This is an optimization exercise on Yosys and OpenROAD, whose aim is small area, not a production implementation.
The RTL was checked by simulation tests, not by an equivalence proof against the original design.
No activity file was given, so power comes from the tool's default toggle rates.

run A:
Design wall_clock, start of the top module:
module wall_clock #(
    parameter CLK_RATE_HZ = 32_768,
    parameter HOURS_STYLE_AMERICAN = 0
    )(
    output wire[7:0] display_led_segments,
    output wire[5:0] display_led_enable_mask,
    input wire adjustment_next,
    input wire adjustment_increment,
    input wire clk,
    input wire reset
);
For scale: roughly 82 flip-flops, ~18 I/O pins, roughly 3700 sq um of cells after synthesis.
Settings: LEC_CHECK=0, CAP_MARGIN=20, CORE_MARGIN=2, CORE_UTILIZATION=40, SLEW_MARGIN=20; clock period 10.0 ns.
standard.sh (not shown) runs the stock make flow with config.mk's settings and CLKGATE_MAP_FILE= SYNTH_SCRIPT=/design/flow/synth_recipe.tcl, a recipe that flattens the netlist after the stock synthesis.
==> flow/flow/run.sh <==
#!/bin/bash
# The standard layout (standard.sh), except for how synthesis maps the
# logic: ABC runs an area-oriented script (deepsyn, then area mapping) in
# place of ORFS's speed script, adders are left to ABC, and the synthesis is
# run with four deepsyn seeds, keeping the smallest netlist. Registers come
# from the standard synthesis passes unchanged. Port buffers use the smallest
# buffer and the clock tree uses no dummy loads.
set -euo pipefail
W=$(pwd)
SEEDS="1 2 3 4"
rm -rf "$W/scripts_base"
cp -r "$FLOW_HOME/scripts" "$W/scripts_base"
sed -i 's/\[env_var_exists_and_non_empty ADDER_MAP_FILE\] &&/0 \&\&/' "$W/scripts_base/synth.tcl"
grep -q '^  0 &&$' "$W/scripts_base/synth.tcl"
export BUFFER_PORTS_ARGS="-buffer_cell sky130_fd_sc_hd__buf_1"
export CTS_ARGS="-sink_clustering_enable -repair_clock_nets -dont_use_dummy_load -buf_list sky130_fd_sc_hd__clkbuf_8 -root_buf sky130_fd_sc_hd__clkbuf_8 -sink_clustering_size 20 -sink_clustering_max_diameter 120"

for s in $SEEDS; do
  rm -rf "$W/scripts_$s" "$W/try_$s"
  cp -r "$W/scripts_base" "$W/scripts_$s"
  sed "s/@SEED@/$s/" "$W/flow/abc.script" > "$W/scripts_$s/abc_speed.script"
  cp "$W/scripts_$s/abc_speed.script" "$W/scripts_$s/abc_area.script"
  sed "s|$W/orfs|$W/try_$s|g" "$W/standard.sh" > "$W/standard_$s.sh"
  (SCRIPTS_DIR="$W/scripts_$s" bash "$W/standard_$s.sh" synth > "$W/synth_$s.log" 2>&1 || true) &
done
wait

best=""; best_area=""
for s in $SEEDS; do
  f="$W/try_$s/reports/sky130hd/wall_clock/base/synth_stat.txt"
  [[ -f "$f" && -f "$W/try_$s/results/sky130hd/wall_clock/base/1_synth.odb" ]] || continue
  a=$(awk '/Chip area for module/ {print $NF}' "$f" | tail -1)
  echo "seed $s: synthesis area $a" | tee -a "$W/seeds.log"
  if [[ -z "$best" ]] || awk -v a="$a" -v b="$best_area" 'BEGIN {exit !(a < b)}'; then
    best=$s; best_area=$a
  fi
done
[[ -n "$best" ]]
echo "using seed $best" | tee -a "$W/seeds.log"
rm -rf "$W/orfs"
mv "$W/try_$best" "$W/orfs"
export SCRIPTS_DIR="$W/scripts_$best"
bash standard.sh finish > "$W/layout.log" 2>&1
test -f "$W/out/final.def"
==> flow/flow/abc.script <==
strash
&get -n
&deepsyn -T 90 -S @SEED@
&put
dch -f
amap
topo
Both conditions hold for run A: the flow ran to the end and the final layout passed the timing, design-rule and antenna checks.
Modified inputs, run B compared to run A
diff --git a/flow/flow/run.sh b/flow/flow/run.sh
--- a/flow/flow/run.sh
+++ b/flow/flow/run.sh
@@ -14,5 +14,5 @@
 grep -q '^  0 &&$' "$W/scripts_base/synth.tcl"
 export BUFFER_PORTS_ARGS="-buffer_cell sky130_fd_sc_hd__buf_1"
-export CTS_ARGS="-sink_clustering_enable -repair_clock_nets -dont_use_dummy_load -buf_list sky130_fd_sc_hd__clkbuf_8 -root_buf sky130_fd_sc_hd__clkbuf_8 -sink_clustering_size 20 -sink_clustering_max_diameter 120"
+export CTS_ARGS="-sink_clustering_enable -repair_clock_nets -dont_use_dummy_load -buf_list sky130_fd_sc_hd__clkbuf_4 -root_buf sky130_fd_sc_hd__clkbuf_4"
 
 for s in $SEEDS; do
diff --git a/flow/config.mk b/flow/config.mk
--- a/flow/config.mk
+++ b/flow/config.mk
@@ -8,4 +8,4 @@
 export CAP_MARGIN = 20
 export CORE_MARGIN = 2
-export CORE_UTILIZATION = 40
+export CORE_UTILIZATION = 70
 export SLEW_MARGIN = 20
Results
- Run B and run A all finish clean.
- Combinational power share: run B vs run A up 0.7 points
- Summary of run B over run A: basic-gate share of the synthesized area counting and, or, nand and nor cells moved up; later-pin clock latency in the skew report saw an increase; count of mapped cells out of synthesis rose by 25; design area decreased by 61 sq um relative to the old numbers.
- Run A → run B: share of the core filled with cells in the final layout went up by 33 points; core area lost 4000 sq um; minimum clock period after layout shows a reduction of 170 ps; period utilization saw a decrease.
- Taking run A as the reference, in run B worst slack at placement went up, pin count of the biggest net entering global routing went up.
The inputs of run C differ from those of run B as listed below.
diff --git a/flow/flow/run.sh b/flow/flow/run.sh
--- a/flow/flow/run.sh
+++ b/flow/flow/run.sh
@@ -14,5 +14,5 @@
 grep -q '^  0 &&$' "$W/scripts_base/synth.tcl"
 export BUFFER_PORTS_ARGS="-buffer_cell sky130_fd_sc_hd__buf_1"
-export CTS_ARGS="-sink_clustering_enable -repair_clock_nets -dont_use_dummy_load -buf_list sky130_fd_sc_hd__clkbuf_4 -root_buf sky130_fd_sc_hd__clkbuf_4"
+export CTS_ARGS="-sink_clustering_enable -repair_clock_nets -dont_use_dummy_load -buf_list sky130_fd_sc_hd__clkbuf_4 -root_buf sky130_fd_sc_hd__clkbuf_8 -sink_clustering_size 10 -sink_clustering_max_diameter 60"
 
 for s in $SEEDS; do
diff --git a/flow/config.mk b/flow/config.mk
--- a/flow/config.mk
+++ b/flow/config.mk
@@ -8,4 +8,4 @@
 export CAP_MARGIN = 20
 export CORE_MARGIN = 2
-export CORE_UTILIZATION = 70
+export CORE_UTILIZATION = 40
 export SLEW_MARGIN = 20
--- outcome ---
Taking run B as the reference, in run C combined global-route utilization of all metal layers decreased by 12 points relative to the old numbers; number of vias in the routed layout decreased about 5%; relative contribution of combinational cells to total power went down; final setup slack of the worst path saw a decrease. NOTE final total power run B->run C increased by a little under 10%.
Modified inputs, run D compared to run C
diff --git a/flow/flow/run.sh b/flow/flow/run.sh
--- a/flow/flow/run.sh
+++ b/flow/flow/run.sh
@@ -3,10 +3,10 @@
 # logic: ABC runs an area-oriented script (deepsyn, then area mapping) in
 # place of ORFS's speed script, adders are left to ABC, and the synthesis is
-# run with four deepsyn seeds, keeping the smallest netlist. Registers come
+# run with eight deepsyn seeds, keeping the smallest netlist. Registers come
 # from the standard synthesis passes unchanged. Port buffers use the smallest
 # buffer and the clock tree uses no dummy loads.
 set -euo pipefail
 W=$(pwd)
-SEEDS="1 2 3 4"
+SEEDS="1 2 3 4 5 6 7 8"
 rm -rf "$W/scripts_base"
 cp -r "$FLOW_HOME/scripts" "$W/scripts_base"
@@ -14,5 +14,5 @@
 grep -q '^  0 &&$' "$W/scripts_base/synth.tcl"
 export BUFFER_PORTS_ARGS="-buffer_cell sky130_fd_sc_hd__buf_1"
-export CTS_ARGS="-sink_clustering_enable -repair_clock_nets -dont_use_dummy_load -buf_list sky130_fd_sc_hd__clkbuf_4 -root_buf sky130_fd_sc_hd__clkbuf_8 -sink_clustering_size 10 -sink_clustering_max_diameter 60"
+export CTS_ARGS="-sink_clustering_enable -repair_clock_nets -dont_use_dummy_load -buf_list sky130_fd_sc_hd__clkbuf_8 -root_buf sky130_fd_sc_hd__clkbuf_8 -sink_clustering_size 20 -sink_clustering_max_diameter 120"
 
 for s in $SEEDS; do
@@ -23,4 +23,5 @@
   sed "s|$W/orfs|$W/try_$s|g" "$W/standard.sh" > "$W/standard_$s.sh"
   (SCRIPTS_DIR="$W/scripts_$s" bash "$W/standard_$s.sh" synth > "$W/synth_$s.log" 2>&1 || true) &
+  if (( s % 4 == 0 )); then wait; fi
 done
 wait
==> flow/flow/abc.script <==
strash
&get -n
&deepsyn -T 120 -S @SEED@
&put
dch -f
amap
topo
==> run notes <==
Relative area change from synthesis to final layout: run D vs run C — no meaningful difference. In the metrics for run C and run D, the one carrying the higher path depth of the worst reg2reg path is run D. Re starting density of the core: run D is 0.31 points down on run C. Taking run C as the reference, in run D clock skew rose 10 ps, count of max-cap constraint violations ~0 delta, fraction of layout cells with a size suffix above 1 now sits at about the same level, internal power contribution moved up. Summary of run D over run C: overall power went up by 0.87%, sequential share of layout area went up by 0.29 points. Re setup slack: run C was higher than run D. Reported for run C and run D, number of stages on the worst setup path turned out identical to the last digit.
What run E does differently from run D at the input level:
==> flow/flow/run.sh <==
#!/bin/bash
set -euo pipefail
W=$(pwd)
rm -rf "$W/scripts_area"
cp -r "$FLOW_HOME/scripts" "$W/scripts_area"
cp "$W/flow/abc.script" "$W/scripts_area/abc_speed.script"
cp "$W/flow/abc.script" "$W/scripts_area/abc_area.script"
# Leave adders to ABC instead of pre-mapping them to half/full adder cells.
sed -i 's/\[env_var_exists_and_non_empty ADDER_MAP_FILE\] &&/0 \&\&/' "$W/scripts_area/synth.tcl"
grep -q '^  0 &&$' "$W/scripts_area/synth.tcl"
export SCRIPTS_DIR="$W/scripts_area"
# Smallest buffer on each port; a small clock tree without dummy loads.
export BUFFER_PORTS_ARGS="-buffer_cell sky130_fd_sc_hd__buf_1"
export CTS_ARGS="-sink_clustering_enable -repair_clock_nets -dont_use_dummy_load -buf_list sky130_fd_sc_hd__clkbuf_8 -root_buf sky130_fd_sc_hd__clkbuf_8 -sink_clustering_size 20 -sink_clustering_max_diameter 120"
bash standard.sh synth > "$W/synth.log" 2>&1
bash standard.sh finish > "$W/layout.log" 2>&1
test -f "$W/out/final.def"
==> flow/flow/abc.script <==
strash
&get -n
&deepsyn -T 90
&put
dch -f
amap
topo
Findings:
- [compare] base=run D new=run E: global-route usage went up 0.52 points, design area went up 63 sq um, power share of the sequential group went up 0.7 points.
- Run E ended with more final worst hold slack than run D.
- Relative to run D, the synthesized instance count of run E is higher by 1.6%.
- Changes observed in run E relative to run D: relative contribution of the clock network to total power now larger, horizontal die dimension now larger, global-route wire length before repair now larger, combinational group share of total power now smaller, mapped cell area now larger.

[re-timing with driven ports]
No port has a modelled driver above. Below, the same layouts with a new extraction and two added sets of constraints.
Step 1: set_driving_cell puts a clkbuf_16 on clk and a buf_2 on each other input, an assumption about the parent block.
Step 2 times the ports against the registers' clock, not the clock port: input delays grow and output delays shrink by t, the midpoint of the rising clock arrivals with the driver on.
Three values: ideal ports, drivers, drivers and shift; two values: the first two.
run | t (ns) | slack for setup (ns) | hold slack, ns | latest minus earliest clock arrival (ns) | worst register clock-pin slew, ns
run A | 0.379 | 4.950 / 4.950 / 4.652 | 0.439 / 0.439 / 0.439 | 0.027 / 0.027 | 0.09 / 0.09
run B | 0.452 | 5.119 / 5.118 / 4.666 | 0.450 / 0.450 / 0.450 | 0.030 / 0.030 | 0.13 / 0.13
run C | 0.383 | 4.951 / 4.958 / 4.575 | 0.442 / 0.442 / 0.442 | 0.022 / 0.022 | 0.09 / 0.09
run D | 0.381 | 4.870 / 4.879 / 4.498 | 0.436 / 0.436 / 0.436 | 0.032 / 0.032 | 0.09 / 0.09
run E | 0.381 | 5.276 / 5.278 / 4.897 | 0.447 / 0.447 / 0.447 | 0.031 / 0.032 | 0.09 / 0.09
After both steps setup and hold are still met in every run listed. For run B, which loses most, drivers alone change the setup slack by -0.001 ns; drivers and shift together by -0.453 ns.
